What follows belongs to an exercise in optimizing a design on an open flow for small area; a production flow would make more cautious choices. In this exercise RTL edits were held to simulation tests only and were not proved equivalent to the original. No driver is modelled on the clock port, so clocking that relies on it looks cheaper here than on a real chip. No activity file was given, so power comes from the tool's default toggle rates.

### flow/flow/run.sh
#!/bin/bash
# Own layout flow:
#  1. the standard synthesis, unchanged (standard.sh synth).
#  2. flow/resyn.sh re-maps the combinational logic of that netlist with several ABC scripts;
#     every flip-flop instance is kept as it is, with its name and cell type.
#  3. the standard layout steps on the smallest candidate netlist, except that the ports
#     are buffered with sky130_fd_sc_hd__buf_1 and CTS uses clkbuf_4/clkbuf_8 and no dummy
#     loads, and after CTS the gates off the critical paths are downsized (flow/post_cts.tcl).
#     If that layout misses timing, the next candidate is laid out instead, ending
#     with the standard synthesis's netlist itself.
# Each tool's output goes to a log file of its own in this folder.
set -euo pipefail
R=orfs/results/sky130hd/busBridge3/base
bash standard.sh synth > synth.log 2>&1
cp $R/1_2_yosys.v 1_2_yosys.standard.v
bash flow/resyn.sh 1_2_yosys.standard.v > resyn.log 2>&1
mv orfs orfs_synth
n=0
for C in $(cat resyn_cands.txt); do
  n=$((n + 1))
  rm -rf orfs
  cp -a orfs_synth orfs
  cp $C $R/1_2_yosys.v
  rm -f $R/1_synth.odb $R/1_synth.sdc
  echo "try $n: $C" >> tries.log
  if bash standard.sh synth > synth_odb_$n.log 2>&1 &&
     bash standard.sh \
       "BUFFER_PORTS_ARGS=-buffer_cell sky130_fd_sc_hd__buf_1" \
       "CTS_ARGS=-sink_clustering_enable -repair_clock_nets -dont_use_dummy_load -buf_list {sky130_fd_sc_hd__clkbuf_4 sky130_fd_sc_hd__clkbuf_8}" \
       "POST_CTS_TCL=$PWD/flow/post_cts.tcl" \
       finish > layout_$n.log 2>&1 &&
     python3 -c "
import json, sys
ws = json.load(open('orfs/logs/sky130hd/busBridge3/base/6_report.json'))['finish__timing__setup__ws']
print('setup ws', ws)
sys.exit(0 if ws >= 0.05 else 1)" >> tries.log; then
    echo "kept try $n" >> tries.log
    exit 0
  fi
  mv orfs orfs_try$n
done
echo "no candidate met timing" >> tries.log
exit 1
### flow/flow/abc.constr
set_driving_cell sky130_fd_sc_hd__buf_1
set_load 5
### flow/flow/abc1.script
&get -n
&st
&dch -f
&nf -R 1000
&put
### flow/flow/abc2.script
&get -n
&st
&deepsyn -J 50 -T 300
&dch -f
&nf -R 1000
&put
### flow/flow/abc3.script
&get -n
&st
&deepsyn -J 50 -T 300
&dch -f
&nf -R 20
&put
### flow/flow/abc4.script
&get -n
&st
&deepsyn -J 50 -T 300
&dch -f
&nf -D 3500
&put
### flow/flow/abc5.script
&get -n
&st
&deepsyn -J 50 -S 3 -T 300
&dch -f
&nf -D 3500
&put
### flow/flow/abc6.script
&get -n
&st
&dch -f
&nf -D 3500
&put
### flow/flow/abc7.script
&get -n
&st
&deepsyn -J 50 -S 4 -T 300
&dch -f
&nf -R 1000
&put
### flow/flow/abc8.script
&get -n
&st
&deepsyn -J 100 -T 300
&dch -f
&nf -R 1000
&put
### flow/flow/abc9.script
&get -n
&st
&deepsyn -J 50 -T 300
&dch -f
&nf -R 1000 -p
&put
### flow/flow/keeptop.py
import re, sys
# print only module sys.argv[2] from the Verilog file sys.argv[1]
src = open(sys.argv[1]).read()
m = re.search(r'^module\s+' + re.escape(sys.argv[2]) + r'\b.*?^endmodule\s*$', src, re.S | re.M)
sys.stdout.write(m.group(0) + "\n")
### flow/flow/pick.py
import re, sys, os
# pick.py LIB MIN_SLACK NETLIST... : list the netlists (each with its sta_<name>.log slack)
# whose slack is at least MIN_SLACK, smallest cell area first; the others as comments.
lib = open(sys.argv[1]).read()
area = {m.group(1): float(m.group(2)) for m in
        re.finditer(r'cell\s*\(\s*"?(\w+)"?\s*\)\s*\{.*?area\s*:\s*([\d.]+)', lib, re.S)}
lim = float(sys.argv[2])
ok, bad = [], []
for f in sys.argv[3:]:
    try:
        src = open(f).read()
        log = open('sta_' + os.path.basename(f).split('_', 1)[1].replace('.top.v', '') + '.log').read()
    except OSError:
        continue
    cells = re.findall(r'^\s*(sky130_fd_sc_hd__\w+)\s+\S+\s*\(', src, re.M)
    m = re.search(r'worst slack max\s+(-?[\d.]+)', log)
    if not cells or 'endmodule' not in src or not m:
        continue
    a = sum(area[c] for c in cells)
    s = float(m.group(1))
    (ok if s >= lim else bad).append((a, s, f))
for a, s, f in sorted(bad):
    print("# %s area %.2f slack %.2f (too slow)" % (f, a, s))
for a, s, f in sorted(ok):
    print("# %s area %.2f slack %.2f" % (f, a, s))
for a, s, f in sorted(ok):
    print(f)
### flow/flow/post_cts.tcl
# Run after CTS (POST_CTS_TCL): downsize gates on paths with positive slack, then repair
# any slew or capacitance violation that leaves, and legalize the placement again.
estimate_parasitics -placement
repair_timing -verbose -recover_power 100
repair_design -verbose -slew_margin 20 -cap_margin 20
detailed_placement
check_placement -verbose
estimate_parasitics -placement
report_worst_slack -max
### flow/flow/resyn.sh
#!/bin/bash
# resyn.sh IN.v: re-map the combinational cells of a synthesized netlist with ABC, once per
# script flow/abc*.script (in parallel). Every flip-flop and tie cell is kept as the instance it
# is. Writes resyn_cands.txt: the candidate netlists whose setup slack before placement (STA,
# no wires) is at least -0.1 ns, smallest cell area first, then IN.v itself as the last resort.
set -euo pipefail
LIB=$FLOW_HOME/platforms/sky130hd/lib/sky130_fd_sc_hd__tt_025C_1v80.lib
HERE=$(cd $(dirname $0) && pwd)
IN=$(readlink -f $1)
D=$(awk "BEGIN{print $FLOW_PERIOD_NS*1000}")
for S in $HERE/abc*.script; do
  T=$(basename $S .script)
  cat > resyn_$T.ys <<EOY
read_liberty -ignore_miss_func $LIB
read_verilog $IN
hierarchy -top $FLOW_TOP
setattr -mod -set keep_hierarchy 1 sky130_fd_sc_hd__dfxtp_1 sky130_fd_sc_hd__edfxtp_1 sky130_fd_sc_hd__dfrtp_1 sky130_fd_sc_hd__dfstp_1 sky130_fd_sc_hd__dfxbp_1 sky130_fd_sc_hd__conb_1
flatten
rename -hide w:*.*
opt_clean
abc -script $S -liberty $LIB -dont_use sky130_fd_sc_hd__lpflow_bleeder_1 -dont_use sky130_fd_sc_hd__lpflow_clkbufkapwr_1 -dont_use sky130_fd_sc_hd__lpflow_clkbufkapwr_16 -dont_use sky130_fd_sc_hd__lpflow_clkbufkapwr_2 -dont_use sky130_fd_sc_hd__lpflow_clkbufkapwr_4 -dont_use sky130_fd_sc_hd__lpflow_clkbufkapwr_8 -dont_use sky130_fd_sc_hd__lpflow_clkinvkapwr_1 -dont_use sky130_fd_sc_hd__lpflow_clkinvkapwr_16 -dont_use sky130_fd_sc_hd__lpflow_clkinvkapwr_2 -dont_use sky130_fd_sc_hd__lpflow_clkinvkapwr_4 -dont_use sky130_fd_sc_hd__lpflow_clkinvkapwr_8 -dont_use sky130_fd_sc_hd__lpflow_decapkapwr_12 -dont_use sky130_fd_sc_hd__lpflow_decapkapwr_3 -dont_use sky130_fd_sc_hd__lpflow_decapkapwr_4 -dont_use sky130_fd_sc_hd__lpflow_decapkapwr_6 -dont_use sky130_fd_sc_hd__lpflow_decapkapwr_8 -dont_use sky130_fd_sc_hd__lpflow_inputiso0n_1 -dont_use sky130_fd_sc_hd__lpflow_inputiso0p_1 -dont_use sky130_fd_sc_hd__lpflow_inputiso1n_1 -dont_use sky130_fd_sc_hd__lpflow_inputiso1p_1 -dont_use sky130_fd_sc_hd__lpflow_inputisolatch_1 -dont_use sky130_fd_sc_hd__lpflow_isobufsrc_1 -dont_use sky130_fd_sc_hd__lpflow_isobufsrc_16 -dont_use sky130_fd_sc_hd__lpflow_isobufsrc_2 -dont_use sky130_fd_sc_hd__lpflow_isobufsrc_4 -dont_use sky130_fd_sc_hd__lpflow_isobufsrc_8 -dont_use sky130_fd_sc_hd__lpflow_isobufsrckapwr_16 -dont_use sky130_fd_sc_hd__lpflow_lsbuf_lh_hl_isowell_tap_1 -dont_use sky130_fd_sc_hd__lpflow_lsbuf_lh_hl_isowell_tap_2 -dont_use sky130_fd_sc_hd__lpflow_lsbuf_lh_hl_isowell_tap_4 -dont_use sky130_fd_sc_hd__lpflow_lsbuf_lh_isowell_4 -dont_use sky130_fd_sc_hd__lpflow_lsbuf_lh_isowell_tap_1 -dont_use sky130_fd_sc_hd__lpflow_lsbuf_lh_isowell_tap_2 -dont_use sky130_fd_sc_hd__lpflow_lsbuf_lh_isowell_tap_4 -dont_use sky130_fd_sc_hd__probe_p_8 -dont_use sky130_fd_sc_hd__probec_p_8  -constr $HERE/abc.constr -D $D
splitnets
opt_clean -purge
hilomap -singleton -hicell sky130_fd_sc_hd__conb_1 HI -locell sky130_fd_sc_hd__conb_1 LO
insbuf -buf sky130_fd_sc_hd__buf_4 A X
write_verilog -noattr -noexpr -nohex -nodec resyn_$T.all.v
EOY
  (
    timeout 1200 yosys -l resyn_$T.log resyn_$T.ys > /dev/null 2>&1 &&
    python3 $HERE/keeptop.py resyn_$T.all.v $FLOW_TOP > resyn_$T.top.v &&
    cat > sta_$T.tcl <<EOT &&
read_lef $FLOW_HOME/platforms/sky130hd/lef/sky130_fd_sc_hd.tlef
read_lef $FLOW_HOME/platforms/sky130hd/lef/sky130_fd_sc_hd_merged.lef
read_liberty $LIB
read_verilog resyn_$T.top.v
link_design $FLOW_TOP
read_sdc $FLOW_SDC
set_driving_cell -lib_cell sky130_fd_sc_hd__buf_1 [all_inputs]
report_worst_slack -max
EOT
    openroad -no_init -exit sta_$T.tcl > sta_$T.log 2>&1
  ) &
done
wait
python3 $HERE/pick.py $LIB -0.1 resyn_abc*.top.v > resyn_pick.txt
cat resyn_pick.txt
grep -v '^#' resyn_pick.txt > resyn_cands.txt || true
echo $IN >> resyn_cands.txt
### flow/standard.sh
#!/bin/bash
# synth_recipe.tcl (not shown) runs the flow's synth.tcl, then flattens the netlist and writes it again
# the make line also repeats each setting of config.mk as NAME=value (left out here)
make -C /OpenROAD-flow-scripts/flow DESIGN_CONFIG=/design/flow/config.mk WORK_HOME=/design/flow/orfs CLKGATE_MAP_FILE= SYNTH_SCRIPT=/design/flow/synth_recipe.tcl "${@:-finish}"
### flow/config.mk
export PLATFORM = sky130hd
export DESIGN_NAME = busBridge3
export DESIGN_NICKNAME = busBridge3
export VERILOG_FILES = /design/flow/design.v
export SDC_FILE = /design/flow/constraint.sdc
export NUM_CORES = 4
export LEC_CHECK = 0
export CAP_MARGIN = 20
export CORE_MARGIN = 2
export CORE_UTILIZATION = 40
export SLEW_MARGIN = 20
### flow/constraint.sdc
create_clock -name core_clock -period 5.0 [get_ports {i_CLK}]
set_input_delay 1.0000 -clock core_clock [delete_from_list [all_inputs] [get_ports {i_CLK}]]
set_output_delay 1.0000 -clock core_clock [all_outputs]
set_load 0.01 [all_outputs]
### flow/design.v
`default_nettype none
module busBridge3
  (i_CLK,
   i_rst,
   i_dataRx,
   i_strobeRx,
   o_dataTx,
   i_strobeTx,
   i_strobeSync,
   o_busAddr,
   o_busData,
   i_busData,
   o_busWe,
   o_busRe,
   i_busAck  
   );
   input wire   i_CLK;
   input wire   i_rst;  
   input wire [7:0] i_dataRx;
   input wire 	    i_strobeRx;
   output reg [7:0]  o_dataTx;
   input wire 	     i_strobeTx;
   input wire 	     i_strobeSync;
   output wire [31:0] o_busAddr;
   output wire [31:0] o_busData;
   input wire [31:0] i_busData;
   output reg 	     o_busWe;
   output reg 	     o_busRe;
   input wire 	     i_busAck;
   localparam [3:0] S_IDLE      = 4'd0;
   localparam [3:0] S_ADDRINC   = 4'd1;
   localparam [3:0] S_WORDWIDTH = 4'd2;
   localparam [3:0] S_NWORDS    = 4'd3;
   localparam [3:0] S_ADDRWRITE = 4'd4;
   localparam [3:0] S_WRITE     = 4'd5;
   localparam [3:0] S_ADDRREAD  = 4'd6;
   localparam [3:0] S_READ      = 4'd7;
   localparam [3:0] S_MARGIN    = 4'd8;
   reg [3:0] 	     state;
   reg [1:0] 	     byteIdx;       
   reg 		     pendingRead;
   reg [1:0] 	     marginPre;
   reg [15:0] 	     marginN;       
   wire [15:0] 	     margin = ~marginN;
   reg [15:0] 	     marginMin;
   reg [31:0] 	     shiftIn;
   reg [31:8] 	     shiftOutN;     
   wire [31:8] 	     shiftOut = ~shiftOutN;
   task setTx(input [31:0] x);
      begin
	 shiftOutN <= ~x[31:8];
	 o_dataTx <= x[7:0];
      end
   endtask
   reg [31:0] 	     addr;
   assign o_busAddr = addr;
   assign o_busData = shiftIn;
   reg [7:0] 	     config_addrIncN;     
   wire [7:0] 	     config_addrInc = ~config_addrIncN;
   reg [1:0] 	     config_wordwidthMinusOne;
   reg [15:0] 	     config_nWordsMinusOneN;     
   wire [15:0] 	     config_nWordsMinusOne = ~config_nWordsMinusOneN;
   reg [15:0] 	     countNWords;   
   wire 	     lastWord = countNWords == config_nWordsMinusOne;
   reg [1:0] 	     addrStep;      
   reg 		     addrCarry;
   wire 	     addrStep0 = addrStep == 2'd0;
   wire 	     addrStepping = o_busWe | o_busRe | ~addrStep0;
   wire [8:0] 	     addrSum = {1'b0, addr[7:0]} + {1'b0, config_addrInc & {8{addrStep0}}} + {8'd0, addrCarry & ~addrStep0};
   wire [31:0] 	     rxAddr = {i_dataRx, shiftIn[23:0]};
   reg [1:0] 	     lastIdx;
   always @(*) begin
      case (state)
	S_NWORDS: lastIdx = 2'd1;
	S_ADDRWRITE, S_ADDRREAD: lastIdx = 2'd3;
	S_WRITE, S_READ: lastIdx = config_wordwidthMinusOne;
	default: lastIdx = 2'd0;
      endcase
   end
   wire 	     lastByte = byteIdx == lastIdx;
   task doRead;
      begin
	 o_busRe <= 1'b1;
	 pendingRead <= 1'b1;
	 marginPre <= 2'd2;
	 marginN <= 16'hFFFF;
	 countNWords <= countNWords + 16'd1;
	 if (lastWord) begin
	    state <= S_IDLE;
	    countNWords <= 16'd0;
	 end else
	   state <= S_READ;
      end
   endtask
   always @(posedge i_CLK) begin
      o_busWe <= 1'b0;
      o_busRe <= 1'b0;
      if (marginPre != 2'd0)
	marginPre <= marginPre - 2'd1;
      else if (margin != 16'hFFFD)
	marginN <= ~(margin + 16'd1);
      if (addrStepping) begin
	 addr <= {addrSum[7:0], addr[31:8]};
	 addrCarry <= addrSum[8];
	 addrStep <= addrStep + 2'd1;
      end
      if (i_strobeTx) begin
	 setTx({8'd0, shiftOut});
	 if (pendingRead)
	   marginMin <= 16'd0;
	 else if (margin < marginMin)
	   marginMin <= margin;
      end
      if (i_busAck & pendingRead) begin
	 setTx(i_busData);
	 pendingRead <= 1'b0;
	 marginPre <= 2'd2;
	 marginN <= 16'hFFFF;
      end
      if (i_strobeRx) begin
	 case (byteIdx)
	   2'd0: shiftIn <= {24'd0, i_dataRx};
	   2'd1: shiftIn[15:8] <= i_dataRx;
	   2'd2: shiftIn[23:16] <= i_dataRx;
	   2'd3: shiftIn[31:24] <= i_dataRx;
	 endcase
	 byteIdx <= byteIdx + 2'd1;
	 if (lastByte) begin
	    byteIdx <= 2'd0;
	    case (state)
	      S_IDLE: begin
		 case (i_dataRx)
		   8'd1, 8'd2, 8'd3, 8'd4, 8'd6: state <= i_dataRx[3:0];
		   8'd5: state <= S_WRITE;
		   8'd7: doRead;
		   8'd8: begin
		      state <= S_MARGIN;
		      if (pendingRead) begin
			 setTx(32'd0);
			 pendingRead <= 1'b0;
		      end else
			setTx({16'd0, marginMin});
		      marginMin <= 16'hFFFD;
		   end
		   default: ;
		 endcase
	      end
	      S_ADDRWRITE: begin
		 addr <= rxAddr;
		 state <= S_WRITE;
	      end
	      S_ADDRREAD: begin
		 addr <= rxAddr;
		 doRead;
	      end
	      S_ADDRINC: begin
		 config_addrIncN <= ~(i_dataRx);
		 state <= S_IDLE;
	      end
	      S_WORDWIDTH: begin
		 config_wordwidthMinusOne <= i_dataRx[1:0];
		 state <= S_IDLE;
	      end
	      S_NWORDS: begin
		 config_nWordsMinusOneN <= ~({i_dataRx, shiftIn[7:0]});
		 state <= S_IDLE;
	      end
	      S_WRITE: begin
		 o_busWe <= 1'b1;
		 countNWords <= countNWords + 16'd1;
		 if (lastWord) begin
		    state <= S_IDLE;
		    countNWords <= 16'd0;
		 end
	      end
	      S_READ: doRead;
	      default: state <= S_IDLE;
	    endcase
	 end
      end
      if (i_strobeSync) begin
	 state <= S_IDLE;
	 byteIdx <= 2'd0;
	 pendingRead <= 1'b0;
	 countNWords <= 16'd0;
      end
      if (i_rst) begin
	 o_busWe <= 1'b0;
	 o_busRe <= 1'b0;
	 pendingRead <= 1'b0;
	 marginN <= 16'h0002;
	 marginMin <= 16'hFFFD;
	 setTx(32'd0);
	 byteIdx <= 2'd0;
	 state <= S_IDLE;
	 addr <= 32'd0;
	 addrStep <= 2'd0;
	 config_addrIncN <= ~(8'd1);
	 config_wordwidthMinusOne <= 2'd3;
	 config_nWordsMinusOneN <= ~(16'd0);
	 countNWords <= 16'd0;
      end
   end
endmodule
==> results of run 1 <==
-- worst max-delay path by stage --
stage,startpoint,endpoint,cells past startpoint
floorplan,i_strobeRx,countNWords[15],16
global placement,i_dataRx[7],countNWords[15],16
detailed placement,i_dataRx[7],countNWords[15],16
global route,state[0],countNWords[15],18
finish,state[0],countNWords[15],18
-- critical path, stage by stage (launching register included) --
cell                       delay [ns]
sky130_fd_sc_hd__dfxtp_1         0.47
sky130_fd_sc_hd__clkinv_1        0.17
sky130_fd_sc_hd__o21ai_0         0.25
sky130_fd_sc_hd__o21ai_0         0.10
sky130_fd_sc_hd__a221oi_1        0.22
sky130_fd_sc_hd__o21ai_0         0.16
sky130_fd_sc_hd__a21oi_1         0.19
sky130_fd_sc_hd__a21boi_0        0.32
sky130_fd_sc_hd__and3_1          0.28
sky130_fd_sc_hd__and3_1          0.21
sky130_fd_sc_hd__and2_0          0.24
sky130_fd_sc_hd__and3_1          0.22
sky130_fd_sc_hd__and2_0          0.24
sky130_fd_sc_hd__and3_1          0.22
sky130_fd_sc_hd__and2_0          0.25
sky130_fd_sc_hd__and3_1          0.23
sky130_fd_sc_hd__and2_0          0.26
sky130_fd_sc_hd__and3_1          0.19
sky130_fd_sc_hd__nor3_1          0.04
-- per-layer routing --
layer  vias to the layer above  GRT usage, %  wire, um
met2                       145          30.3      8320
met5                         -             0         0
met3                        16          3.73       889
met4                         0          5.27       183
li1                       2981             -         -
met1                      2800          26.4      8490
-- final cells by class --
| cell class | instances | share of cell area, % |
|---|---|---|
| inverter | 32 | 1.49 |
| multi-input combinational | 493 | 35.7 |
| clock buffer | 17 | 2.89 |
| sequential | 184 | 49.6 |
| tap | 225 | 3.48 |
| timing repair buffer | 141 | 6.85 |
-- sequential cells by signal (all words and copies together), names as in the netlist, 8 cells and up --
register / count
addr: 32
shiftIn: 32
shiftOutN: 24
config_nWordsMinusOneN: 16
countNWords: 16
marginMin: 16
marginN: 16
config_addrIncN: 8
o_dataTx: 8
-- power groups by stage --
stage	clock network, mW	registers (mW)	logic, mW
2_1_floorplan	0	1.77	0.501
3_3_place_gp	0	1.81	0.673
6_report	0.744	1.78	0.683
5_1_grt	0.817	1.80	0.784
3_5_place_dp	0	1.81	0.682
==> impl_summary.log, run 1 <==
INFO  metric yosys_warnings = 1
INFO  metric grt_start_max_net_pins = 35
INFO  metric placedCellCount = 1074
INFO  metric first_iter_violations = 482
INFO  metric critPathKind = reg -> reg
INFO  metric run_status = complete, no violations
INFO  metric place_congestion = 0.792
INFO  metric drt_pre_antenna_iters = 7
INFO  metric startpoint_types = flop
INFO  metric finalHoldWorstSlack = 0.448 ns
INFO  metric grt_first_pass_wirelength = 27600 um
INFO  metric start_util = 40.7%
INFO  metric ios = 120
INFO  metric total_power = 3.20 mW
INFO  metric area_growth = 15.6%
INFO  metric grt_remaining_overflow = 0
INFO  metric min_path_type = reg -> reg
INFO  metric hold_worst_path_end = config_addrIncN[0]
INFO  metric cell_count_after_synthesis = 709
INFO  metric placed_cell_area = 7910 um^2
INFO  metric worstRegToRegCells = 18
INFO  metric share_clk_of_total_power = 23.2%
INFO  metric io_buffer_count = 119
INFO  metric critical_path_arrival = 4.70 ns
INFO  metric drc = 0
INFO  metric critical_path.max_fanout = 8
INFO  metric final.period_utilization = 87.9%
INFO  metric cts_tree = yes
INFO  metric timing.max_slew.rel_slack = 32.8%
INFO  metric place_worst_setup_slack = 0.148 ns
INFO  metric layout_setup_ws = 0.603 ns
INFO  metric design.core.area = 17200 um^2
INFO  metric routed_wl = 17900 um
INFO  metric final_net_count = 915
INFO  metric p_seq_share = 55.5%
INFO  metric die-width = 136 um
INFO  metric multi_input_area = 2880 um^2
INFO  metric utilization = 47.1%
INFO  metric ff2ff_setup_slack = 0.60 ns
INFO  metric num-fill-cells = 1716
INFO  metric seq_area = 4010 um^2
INFO  metric reg2reg_from = state[0]
INFO  metric clock_latency = 0.45 ns
INFO  metric final_hold_viol_count = 0
INFO  metric number_of_antenna_violations_at_the_first_check_in_global_routing = 0
INFO  metric worst_setup_path_end_kind = flop
INFO  metric worst_ir_drop_vdd = 0.000253 V
INFO  metric drt-vias-per-instance = 5.44
INFO  metric syn_avg_cell_area = 9.87 um^2
INFO  metric total_leakage_power = 2.79 nW
INFO  metric worst_pin_slew = 1.00 ns
INFO  metric antenna_violating_nets_post_route = 0
INFO  metric final-max-slew-violation-count = 0
INFO  metric dpl.hpwl = 12600 um
INFO  metric final_cells = 1092
INFO  metric grt_usage = 19.0%
INFO  metric detailroute.via_count = 5942
INFO  metric regToRegEndpoint = countNWords[15]
INFO  metric p_switching = 989 uW
INFO  metric fin_skew = 0.0313 ns
INFO  metric die-height = 136 um
INFO  metric crit_required = 5.30 ns
INFO  metric setup-violations-final = 0
INFO  metric antennaDiodeCount = 0
INFO  metric finish.instance_area = 8090 um^2
INFO  metric routed_wire_length_per_instance = 16.4 um
INFO  metric cts.sink_count = 184
INFO  metric summed_instance_area_of_the_synthesized_netlist = 7000 um^2
INFO  metric fin_tns_setup = 0 ns
INFO  metric power_report.internal_total = 2.21 mW
INFO  metric power_per_cell_area = 396 nW/um^2
INFO  metric drive_gt1_share = 3.46%
INFO  metric synth_nets = 755
INFO  metric fmax = 0.227 GHz
INFO  metric design.die.area = 18600 um^2
INFO  metric max_cap_viol_count = 0
INFO  metric min_tclk_post_route = 4.40 ns
INFO  metric layout_commonest_cell = sky130_fd_sc_hd__dfxtp_1
INFO  metric pwr-share-comb = 21.3%
INFO  metric power.share.switching = 30.9%
INFO  metric rsz_0062_raised_after_global_routing = no
INFO  metric min_from = config_addrIncN[0]
INFO  metric clkSlewWorstSetupHoldPaths = 0.08 ns
INFO  metric worst_hold_path.num_cells = 2
INFO  metric placement_rows = 48
INFO  metric most_used_cells_in_the_layout_excluding_fill_and_tap_cells = 151 x sky130_fd_sc_hd__dfxtp_1, 118 x sky130_fd_sc_hd__buf_1, 83 x sky130_fd_sc_hd__nor2_1
INFO  metric grt_pass1_vias = 5344
==> run 2, diff against run 1 <==
==> flow/flow/post_cts.tcl (replaced) <==
# Run after CTS (POST_CTS_TCL): downsize gates on paths with positive slack, then repair
# any slew or capacitance violation that leaves, and legalize the placement again.
estimate_parasitics -placement
repair_timing -verbose -recover_power 100 -match_cell_footprint
repair_design -verbose -slew_margin 20 -cap_margin 20 -match_cell_footprint
detailed_placement
check_placement -verbose
estimate_parasitics -placement
report_worst_slack -max
==> run 2 against run 1 <==
Against the previous run:
- still clean
- sequential share of layout area unchanged
- sequential cell count unchanged
- final area unchanged
- via count up 0.37%
- clock-buffer cell count unchanged
- synthesized cell count unchanged
- non-clock buffer count unchanged
- maximum frequency up 0.36%
- routed wire length unchanged
- power up 0.19%
- sequential power about the same
- final cell count unchanged
- critical path type unchanged
- critical endpoint unchanged
- largest cell class unchanged
==> impl_summary.log, run 2 <==
INFO  metric run_status = complete, no violations
INFO  metric area_growth = 15.6% (unchanged)
INFO  metric cell_count_after_synthesis = 709 (unchanged)
INFO  metric ios = 120 (unchanged)
INFO  metric place_congestion = 0.792 (unchanged)
INFO  metric first_iter_violations = 465 (-3.5%)
INFO  metric most_used_cells_in_the_layout_excluding_fill_and_tap_cells = 151 x sky130_fd_sc_hd__dfxtp_1, 133 x sky130_fd_sc_hd__buf_1, 83 x sky130_fd_sc_hd__nor2_1
INFO  metric summed_instance_area_of_the_synthesized_netlist = 7000 um^2 (unchanged)
INFO  metric cts_tree = yes
INFO  metric synth_nets = 755 (unchanged)
INFO  metric routed_wire_length_per_instance = 16.4 um (unchanged)
INFO  metric design.die.area = 18600 um^2 (unchanged)
INFO  metric final.period_utilization = 87.6% (-0.31 points)
INFO  metric critPathKind = reg -> reg
INFO  metric grt_first_pass_wirelength = 27700 um (about the same)
INFO  metric worstPathCellList = clkinv_1, o21ai_0, o21ai_0, a221oi_1, o21ai_0, a21oi_1, a21boi_0, and3_1, and3_1, and2_0, and3_1, and2_0, and3_1, and2_0, and3_1, and2_0, and3_1, nor3_1
INFO  metric utilization = 47.1% (unchanged)
INFO  metric dpl.hpwl = 12600 um (unchanged)
INFO  metric worst_ir_drop_vdd = 0.000253 V (+0.22%)
INFO  metric clock_latency = 0.46 ns (about the same)
INFO  metric io_buffer_count = 119 (unchanged)
INFO  metric placement_rows = 48 (unchanged)
INFO  metric fmax = 0.228 GHz (+0.36%)
INFO  metric routed_wl = 17900 um (unchanged)
INFO  metric number_of_antenna_violations_at_the_first_check_in_global_routing = 0 (unchanged)
INFO  metric grt_pass1_vias = 5353 (+0.17%)
INFO  metric drc = 0 (unchanged)
INFO  metric grt_usage = 19.1% (+0.024 points)
INFO  metric min_path_type = reg -> reg
INFO  metric drive_gt1_share = 3.46% (unchanged)
INFO  metric final_net_count = 915 (unchanged)
INFO  metric grt_remaining_overflow = 0 (unchanged)
INFO  metric die-height = 136 um (unchanged)
INFO  metric fin_tns_setup = 0 ns (unchanged)
INFO  metric min_tclk_post_route = 4.38 ns (-0.0156 ns)
INFO  metric worst_pin_slew = 0.991 ns (-0.0110 ns)
INFO  metric clkSlewWorstSetupHoldPaths = 0.08 ns (about the same)
INFO  metric critical_path_arrival = 4.68 ns (-0.02 ns)
INFO  metric antennaDiodeCount = 0 (unchanged)
INFO  metric final-max-slew-violation-count = 0 (unchanged)
INFO  metric crit_required = 5.30 ns (about the same)
INFO  metric drt_pre_antenna_iters = 5 (-2)
INFO  metric setup-violations-final = 0 (unchanged)
INFO  metric grt_start_max_net_pins = 35 (unchanged)
INFO  metric layout_commonest_cell = sky130_fd_sc_hd__dfxtp_1
INFO  metric timing.critical_path.slowest_stage_cell = sky130_fd_sc_hd__dfxtp_1
INFO  metric total_power = 3.21 mW (+0.19%)
INFO  metric finish.instance_area = 8090 um^2 (unchanged)
INFO  metric worst_path_largest_cell_delay = 0.47 ns (about the same)
INFO  metric crit_path_frequent_cell = sky130_fd_sc_hd__and3_1
INFO  metric timing.max_slew.rel_slack = 33.5% (+0.74 points)
INFO  metric fin_skew = 0.0321 ns (+0.000797 ns)
INFO  metric startpoint_types = flop
INFO  metric critical_path.max_fanout = 8 (unchanged)
INFO  metric final_hold_viol_count = 0 (unchanged)
INFO  metric worst_setup_path_end_kind = flop
INFO  metric syn_avg_cell_area = 9.87 um^2 (unchanged)
INFO  metric placed_cell_area = 7910 um^2 (unchanged)
INFO  metric rsz_0062_raised_after_global_routing = no
INFO  metric design.core.area = 17200 um^2 (unchanged)
INFO  metric total_leakage_power = 2.79 nW (about the same)
INFO  metric die-width = 136 um (unchanged)
INFO  metric start_util = 40.7% (unchanged)
INFO  metric cts.sink_count = 184 (unchanged)
INFO  metric drt-vias-per-instance = 5.46 (+0.37%)
INFO  metric power_per_cell_area = 397 nW/um^2 (+0.19%)
INFO  metric detailroute.via_count = 5964 (+0.37%)
INFO  metric antenna_violating_nets_post_route = 0 (unchanged)
INFO  metric yosys_warnings = 1 (unchanged)
INFO  metric biggest_registers_after_layout = addr x32, shiftIn x32, shiftOutN x24
INFO  metric max_cap_viol_count = 0 (unchanged)
==> run 2: cell types whose count changed in the layout (fill, tap and decap cells not counted) <==
cell,change
sky130_fd_sc_hd__clkbuf_1,-15
sky130_fd_sc_hd__buf_2,+2
sky130_fd_sc_hd__buf_1,+15
sky130_fd_sc_hd__clkbuf_2,-2
==> run 2: worst paths after layout <==
path	cells after the start	from	slack, ns	to
hold / removal	2	config_addrIncN[0]	0.45	config_addrIncN[0]
setup reg to reg	18	state[0]	0.62	countNWords[15]
hold reg to reg	2	config_addrIncN[0]	0.45	config_addrIncN[0]
setup / recovery	18	state[0]	0.62	countNWords[15]
==> run 2: layout make-up <==
type	instances	area, um^2
fill	1716	9090
sequential	184	4010
multi-input combinational	493	2880
timing repair buffer	141	554
tap	225	282
clock buffer	17	234
inverter	32	120
==> run 2: worst max-delay path: cells and delay by family (launching register included) <==
family	cells	cell delay, ns
compound gates	6	1.22
buf+inv	1	0.18
flops	1	0.47
simple gates	11	2.38
==> run 2: routing by layer <==
metal | wire [um] | vias to the layer above | global-route usage, %
met5 | 0 | - | 0
met4 | 189 | 0 | 5.27
met3 | 832 | 14 | 3.73
met2 | 8440 | 144 | 30.4
met1 | 8410 | 2824 | 26.4
li1 | - | 2982 | -
==> run 2: per-stage QoR <==
stage	setup WS [ns]	hold slack, ns	cells
6_report	0.618	0.448	1092
5_1_grt	0.0934	0.469	1092
2_1_floorplan	0.451	0.421	709
3_5_place_dp	0.148	0.439	1074
3_3_place_gp	0.238	0.433	1074
==> run 2: power breakdown <==
group	internal (mW)	switching, mW	leakage (nW)
Sequential	1.63	0.148	1.56
Clock	0.301	0.446	0.122
Combinational	0.284	0.401	1.11
Total	2.21	0.995	2.79
==> run 3, diff against run 2 <==
--- a/flow/flow/run.sh
+++ b/flow/flow/run.sh
@@ -32,7 +32,10 @@
      python3 -c "
 import json, sys
-ws = json.load(open('orfs/logs/sky130hd/busBridge3/base/6_report.json'))['finish__timing__setup__ws']
-print('setup ws', ws)
-sys.exit(0 if ws >= 0.05 else 1)" >> tries.log; then
+m = json.load(open('orfs/logs/sky130hd/busBridge3/base/6_report.json'))
+ws = m['finish__timing__setup__ws']
+hs = m['finish__timing__hold__ws']
+drv = m.get('finish__timing__drv__max_slew', 0) + m.get('finish__timing__drv__max_cap', 0)
+print('setup ws', ws, 'hold ws', hs, 'slew/cap violations', drv)
+sys.exit(0 if ws >= 0.05 and hs >= 0 and drv == 0 else 1)" >> tries.log; then
     echo "kept try $n" >> tries.log
     exit 0
==> run 3 against run 2 <==
Against the previous run:
- critical endpoint unchanged
- still clean
- largest cell class unchanged
- synthesized cell count unchanged
- clock skew unchanged
- final cell count unchanged
- synthesized area unchanged
- utilization unchanged
==> impl_summary.log, run 3 <==
INFO  metric power_per_cell_area = 397 nW/um^2 (unchanged)
INFO  metric io_buffer_count = 119 (unchanged)
INFO  metric most_used_cells_in_the_layout_excluding_fill_and_tap_cells = 151 x sky130_fd_sc_hd__dfxtp_1, 133 x sky130_fd_sc_hd__buf_1, 83 x sky130_fd_sc_hd__nor2_1
INFO  metric total_leakage_power = 2.79 nW (unchanged)
INFO  metric synth_nets = 755 (unchanged)
INFO  metric startpoint_types = flop
INFO  metric clock_latency = 0.46 ns (about the same)
INFO  metric grt_usage = 19.1% (unchanged)
INFO  metric biggest_registers_after_layout = addr x32, shiftIn x32, shiftOutN x24
INFO  metric fin_skew = 0.0321 ns (unchanged)
INFO  metric worst_pin_slew = 0.991 ns (unchanged)
INFO  metric critical_path_arrival = 4.68 ns (about the same)
INFO  metric critical_path.max_fanout = 8 (unchanged)
INFO  metric area_growth = 15.6% (unchanged)
INFO  metric worstRegToRegCells = 18 (unchanged)
INFO  metric placed_cell_area = 7910 um^2 (unchanged)
INFO  metric finish.instance_area = 8090 um^2 (unchanged)
INFO  metric final.period_utilization = 87.6% (unchanged)
INFO  metric grt_remaining_overflow = 0 (unchanged)
INFO  metric setup-violations-final = 0 (unchanged)
INFO  metric worst_hold_path.num_cells = 2 (unchanged)
INFO  metric drt_pre_antenna_iters = 5 (unchanged)
INFO  metric final_net_count = 915 (unchanged)
INFO  metric dpl.hpwl = 12600 um (unchanged)
INFO  metric worst_ir_drop_vdd = 0.000253 V (unchanged)
INFO  metric design.core.area = 17200 um^2 (unchanged)
INFO  metric design.die.area = 18600 um^2 (unchanged)
INFO  metric grt_pass1_vias = 5353 (unchanged)
INFO  metric min_tclk_post_route = 4.38 ns (unchanged)
INFO  metric layout_setup_ws = 0.618 ns (unchanged)
INFO  metric fmax = 0.228 GHz (unchanged)
INFO  metric layout_commonest_cell = sky130_fd_sc_hd__dfxtp_1
INFO  metric timing.max_slew.rel_slack = 33.5% (unchanged)
INFO  metric antenna_violating_nets_post_route = 0 (unchanged)
INFO  metric finalHoldWorstSlack = 0.448 ns (unchanged)
INFO  metric grt_start_max_net_pins = 35 (unchanged)
INFO  metric fin_tns_setup = 0 ns (unchanged)
INFO  metric seq_area = 4010 um^2 (unchanged)
INFO  metric die-height = 136 um (unchanged)
INFO  metric num-fill-cells = 1716 (unchanged)
INFO  metric min_path_type = reg -> reg
INFO  metric place_worst_setup_slack = 0.148 ns (unchanged)
INFO  metric cts.sink_count = 184 (unchanged)
INFO  metric die-width = 136 um (unchanged)
INFO  metric routed_wl = 17900 um (unchanged)
INFO  metric final_hold_viol_count = 0 (unchanged)
INFO  metric clkSlewWorstSetupHoldPaths = 0.08 ns (about the same)
INFO  metric detailroute.via_count = 5964 (unchanged)
INFO  metric worst_setup_path_end_kind = flop
INFO  metric run_status = complete, no violations
INFO  metric crit_required = 5.30 ns (about the same)
INFO  metric place_congestion = 0.792 (unchanged)
INFO  metric multi_input_area = 2880 um^2 (unchanged)
INFO  metric cell_count_after_synthesis = 709 (unchanged)
INFO  metric yosys_warnings = 1 (unchanged)
INFO  metric routed_wire_length_per_instance = 16.4 um (unchanged)
INFO  metric critPathKind = reg -> reg
INFO  metric placement_rows = 48 (unchanged)
INFO  metric syn_avg_cell_area = 9.87 um^2 (unchanged)
INFO  metric start_util = 40.7% (unchanged)
INFO  metric grt_first_pass_wirelength = 27700 um (unchanged)
INFO  metric ios = 120 (unchanged)
INFO  metric drc = 0 (unchanged)
INFO  metric drt-vias-per-instance = 5.46 (unchanged)
INFO  metric drive_gt1_share = 3.46% (unchanged)
INFO  metric rsz_0062_raised_after_global_routing = no
INFO  metric antennaDiodeCount = 0 (unchanged)
INFO  metric max_cap_viol_count = 0 (unchanged)
INFO  metric summed_instance_area_of_the_synthesized_netlist = 7000 um^2 (unchanged)
INFO  metric utilization = 47.1% (unchanged)
INFO  metric final-max-slew-violation-count = 0 (unchanged)
INFO  metric number_of_antenna_violations_at_the_first_check_in_global_routing = 0 (unchanged)
INFO  metric first_iter_violations = 465 (unchanged)
INFO  metric cts_tree = yes
[run 3: path summary, 6_finish.rpt]
kind	slack [ns]	endpoint	start
min reg2reg	0.45	config_addrIncN[0]	config_addrIncN[0]
min	0.45	config_addrIncN[0]	config_addrIncN[0]
max	0.62	countNWords[15]	state[0]
max reg2reg	0.62	countNWords[15]	state[0]
[run 3: per-stage QoR]
stage	cells	total power [mW]
6_report	1092	3.21
5_1_grt	1092	3.40
3_5_place_dp	1074	2.49
3_3_place_gp	1074	2.49
2_1_floorplan	709	2.27
[run 3: cell type report]
| type | count | area share [%] |
|---|---|---|
| repair buffers | 141 | 6.85 |
| flip-flops and latches | 184 | 49.6 |
| well taps | 225 | 3.48 |
| clock buffers | 17 | 2.89 |
| inverters | 32 | 1.49 |
| multi-input cells | 493 | 35.7 |
[run 3: worst max-delay path: stages (launching register included)]
cell and delay (ns):
sky130_fd_sc_hd__dfxtp_1 0.47, sky130_fd_sc_hd__clkinv_1 0.18, sky130_fd_sc_hd__o21ai_0 0.25, sky130_fd_sc_hd__o21ai_0 0.10, sky130_fd_sc_hd__a221oi_1 0.21, sky130_fd_sc_hd__o21ai_0 0.16, sky130_fd_sc_hd__a21oi_1 0.19, sky130_fd_sc_hd__a21boi_0 0.31
sky130_fd_sc_hd__and3_1 0.28, sky130_fd_sc_hd__and3_1 0.21, sky130_fd_sc_hd__and2_0 0.24, sky130_fd_sc_hd__and3_1 0.22, sky130_fd_sc_hd__and2_0 0.24, sky130_fd_sc_hd__and3_1 0.22, sky130_fd_sc_hd__and2_0 0.25, sky130_fd_sc_hd__and3_1 0.23
sky130_fd_sc_hd__and2_0 0.26, sky130_fd_sc_hd__and3_1 0.19, sky130_fd_sc_hd__nor3_1 0.04
[run 3: layer usage]
metal / vias to the layer above / track usage [%] / wire (um)
li1: 2982 / - / -
met1: 2824 / 26.4 / 8410
met2: 144 / 30.4 / 8440
met3: 14 / 3.73 / 832
met4: 0 / 5.27 / 189
met5: - / 0 / 0
[run 3: power by group]
part	internal, mW	switching, mW	leakage (nW)
combinational	0.284	0.401	1.11
clock	0.301	0.446	0.122
sequential	1.63	0.148	1.56
total	2.21	0.995	2.79
==> run 4, diff against run 3 <==
--- a/flow/flow/run.sh
+++ b/flow/flow/run.sh
@@ -27,5 +27,5 @@
      bash standard.sh \
        "BUFFER_PORTS_ARGS=-buffer_cell sky130_fd_sc_hd__buf_1" \
-       "CTS_ARGS=-sink_clustering_enable -repair_clock_nets -dont_use_dummy_load -buf_list {sky130_fd_sc_hd__clkbuf_4 sky130_fd_sc_hd__clkbuf_8}" \
+       "CTS_ARGS=-sink_clustering_enable -sink_clustering_size 25 -sink_clustering_max_diameter 200 -sink_clustering_buffer sky130_fd_sc_hd__clkbuf_8 -repair_clock_nets -dont_use_dummy_load -buf_list {sky130_fd_sc_hd__clkbuf_4 sky130_fd_sc_hd__clkbuf_8}" \
        "POST_CTS_TCL=$PWD/flow/post_cts.tcl" \
        finish > layout_$n.log 2>&1 &&
==> run 4 against run 3 <==
Against the previous run:
- die area unchanged
- first-iteration DRC count unchanged
- power unchanged
- sequential power about the same
- routed wire length unchanged
- largest cell class unchanged
==> impl_summary.log, run 4 <==
INFO  metric fin_tns_setup = 0 ns (unchanged)
INFO  metric startpoint_types = flop
INFO  metric min_from = config_addrIncN[0]
INFO  metric critical_path.max_fanout = 8 (unchanged)
INFO  metric worst_ir_drop_vdd = 0.000253 V (unchanged)
INFO  metric reg2reg_from = state[0]
INFO  metric num-fill-cells = 1716 (unchanged)
INFO  metric grt_usage = 19.1% (unchanged)
INFO  metric drt-vias-per-instance = 5.46 (unchanged)
INFO  metric first_iter_violations = 465 (unchanged)
INFO  metric synth_nets = 755 (unchanged)
INFO  metric timing.critical_path.slowest_stage_cell = sky130_fd_sc_hd__dfxtp_1
INFO  metric drive_gt1_share = 3.46% (unchanged)
INFO  metric clock_latency = 0.46 ns (about the same)
INFO  metric routed_wl = 17900 um (unchanged)
INFO  metric most_used_cells_in_the_layout_excluding_fill_and_tap_cells = 151 x sky130_fd_sc_hd__dfxtp_1, 133 x sky130_fd_sc_hd__buf_1, 83 x sky130_fd_sc_hd__nor2_1
INFO  metric cts.sink_count = 184 (unchanged)
INFO  metric final.period_utilization = 87.6% (unchanged)
INFO  metric area_growth = 15.6% (unchanged)
INFO  metric worst_pin_slew = 0.991 ns (unchanged)
INFO  metric place_congestion = 0.792 (unchanged)
INFO  metric io_buffer_count = 119 (unchanged)
INFO  metric dr_wl_met2 = 8440 um (unchanged)
INFO  metric critPathLaunch = state[0]
INFO  metric timing.critical_path.max_delay_family = simple AND/OR/NAND/NOR gates
INFO  metric drc = 0 (unchanged)
INFO  metric die-height = 136 um (unchanged)
INFO  metric number_of_antenna_violations_at_the_first_check_in_global_routing = 0 (unchanged)
INFO  metric placement_rows = 48 (unchanged)
INFO  metric clkSlewWorstSetupHoldPaths = 0.08 ns (about the same)
INFO  metric worst_setup_path_end_kind = flop
INFO  metric critPathKind = reg -> reg
INFO  metric worstPathCellList = clkinv_1, o21ai_0, o21ai_0, a221oi_1, o21ai_0, a21oi_1, a21boi_0, and3_1, and3_1, and2_0, and3_1, and2_0, and3_1, and2_0, and3_1, and2_0, and3_1, nor3_1
INFO  metric final_net_count = 915 (unchanged)
INFO  metric dpl.hpwl = 12600 um (unchanged)
INFO  metric detail_route.wirelength.met1 = 8410 um (unchanged)
INFO  metric biggest_registers_after_layout = addr x32, shiftIn x32, shiftOutN x24
INFO  metric start_util = 40.7% (unchanged)
INFO  metric met3_length = 832 um (unchanged)
INFO  metric power_per_cell_area = 397 nW/um^2 (unchanged)
INFO  metric total_leakage_power = 2.79 nW (unchanged)
INFO  metric final_hold_viol_count = 0 (unchanged)
INFO  metric drt_pre_antenna_iters = 5 (unchanged)
INFO  metric timing.max_slew.rel_slack = 33.5% (unchanged)
INFO  metric final-max-slew-violation-count = 0 (unchanged)
INFO  metric ios = 120 (unchanged)
INFO  metric grt_remaining_overflow = 0 (unchanged)
INFO  metric worst_path_largest_cell_delay = 0.47 ns (about the same)
INFO  metric grt_pass1_vias = 5353 (unchanged)
INFO  metric min_path_type = reg -> reg
INFO  metric summed_instance_area_of_the_synthesized_netlist = 7000 um^2 (unchanged)
INFO  metric critical_path_arrival = 4.68 ns (about the same)
INFO  metric antennaDiodeCount = 0 (unchanged)
INFO  metric dr.max_layer_used = met4
INFO  metric antenna_violating_nets_post_route = 0 (unchanged)
INFO  metric die-width = 136 um (unchanged)
INFO  metric rsz_0062_raised_after_global_routing = no
INFO  metric grt_start_max_net_pins = 35 (unchanged)
INFO  metric cell_count_after_synthesis = 709 (unchanged)
INFO  metric run_status = complete, no violations
INFO  metric place_worst_setup_slack = 0.148 ns (unchanged)
INFO  metric timing.critical_path.buf_inv = 1 (unchanged)
INFO  metric max_cap_viol_count = 0 (unchanged)
INFO  metric layout_setup_ws = 0.618 ns (unchanged)
INFO  metric routed_wire_length_per_instance = 16.4 um (unchanged)
INFO  metric crit_required = 5.30 ns (about the same)
INFO  metric min_tclk_post_route = 4.38 ns (unchanged)
INFO  metric detailroute.via_count = 5964 (unchanged)
INFO  metric design.core.area = 17200 um^2 (unchanged)
INFO  metric fin_skew = 0.0321 ns (unchanged)
INFO  metric layout_commonest_cell = sky130_fd_sc_hd__dfxtp_1
INFO  metric fmax = 0.228 GHz (unchanged)
INFO  metric crit_path_frequent_cell = sky130_fd_sc_hd__and3_1
INFO  metric design.die.area = 18600 um^2 (unchanged)
INFO  metric yosys_warnings = 1 (unchanged)
INFO  metric syn_avg_cell_area = 9.87 um^2 (unchanged)
INFO  metric grt_first_pass_wirelength = 27700 um (unchanged)
INFO  metric setup-violations-final = 0 (unchanged)
INFO  metric cts_tree = yes
-- run 4: cell counts in the layout (fill, tap and decap cells not counted) --
Identical to the previous run, type by type.
-- run 4: final timing paths --
path / end / slack, ns / cells after the start
hold / removal: config_addrIncN[0] / 0.45 / 2
setup / recovery: countNWords[15] / 0.62 / 18
hold reg to reg: config_addrIncN[0] / 0.45 / 2
setup reg to reg: countNWords[15] / 0.62 / 18
-- run 4: worst reg2reg max path, stage by stage, from the launching register on --
cell and delay, ns:
sky130_fd_sc_hd__dfxtp_1 0.47, sky130_fd_sc_hd__clkinv_1 0.18, sky130_fd_sc_hd__o21ai_0 0.25, sky130_fd_sc_hd__o21ai_0 0.10
sky130_fd_sc_hd__a221oi_1 0.22, sky130_fd_sc_hd__o21ai_0 0.16, sky130_fd_sc_hd__a21oi_1 0.19, sky130_fd_sc_hd__a21boi_0 0.31
sky130_fd_sc_hd__and3_1 0.28, sky130_fd_sc_hd__and3_1 0.21, sky130_fd_sc_hd__and2_0 0.24, sky130_fd_sc_hd__and3_1 0.22
sky130_fd_sc_hd__and2_0 0.24, sky130_fd_sc_hd__and3_1 0.22, sky130_fd_sc_hd__and2_0 0.25, sky130_fd_sc_hd__and3_1 0.23
sky130_fd_sc_hd__and2_0 0.26, sky130_fd_sc_hd__and3_1 0.19, sky130_fd_sc_hd__nor3_1 0.04
-- run 4: where the power goes --
part / total, mW / internal [mW] / switching [mW] / leakage (nW)
Sequential: 1.78 / 1.63 / 0.148 / 1.56
Clock: 0.748 / 0.301 / 0.446 / 0.122
Combinational: 0.685 / 0.284 / 0.401 / 1.11
-- run 4: stage by stage --
step                      power (mW)  area (um^2)  util [%]  hold slack, ns  cells
after detailed placement        2.49         7910      46.0           0.439   1074
after global routing            3.40         8090      47.1           0.469   1092
after floorplan                 2.27         7000         -           0.421    709
after global placement          2.49         7910      46.0           0.433   1074
final                           3.21         8090      47.1           0.448   1092
-- run 4: routing by layer --
metal / GRT usage, % / up-vias
li1: - / 2982
met1: 26.4 / 2824
met2: 30.4 / 144
met3: 3.73 / 14
met4: 5.27 / 0
met5: 0 / -
-- run 4: layout make-up --
cell class / count / area, um^2 / area share (%)
clock buffer: 17 / 234 / 2.89
tap: 225 / 282 / 3.48
inverter: 32 / 120 / 1.49
sequential: 184 / 4010 / 49.6
multi-input combinational: 493 / 2880 / 35.7
timing repair buffer: 141 / 554 / 6.85

-- port drivers added, routing unchanged --
In the flow no input, the clock included, has a driving cell. The finished layouts below were timed again as built, in two steps. Step 1, drivers: a clkbuf_16 drives i_CLK and a buf_2 each remaining input, both assumed. Step 2 also shifts input and output timing later by t, the mid clock arrival at the registers, as if the neighbouring blocks saw the same clock. Slacks: ideal / step 1 / step 2; pairs: ideal / step 1.
run	t (ns)	slack for setup (ns)	worst setup path after step 2	worst register clock-pin slew, ns	worst slew at a driven data input, ns
run 1	0.477	0.603 / 0.603 / 0.177	input to register	0.10 / 0.10	0.05
run 2	0.479	0.618 / 0.618 / 0.169	input to register	0.10 / 0.10	0.05
run 3	0.479	0.618 / 0.618 / 0.169	input to register	0.10 / 0.10	0.05
run 4	0.479	0.618 / 0.618 / 0.169	input to register	0.10 / 0.10	0.05
After both steps every run listed still meets setup and hold.
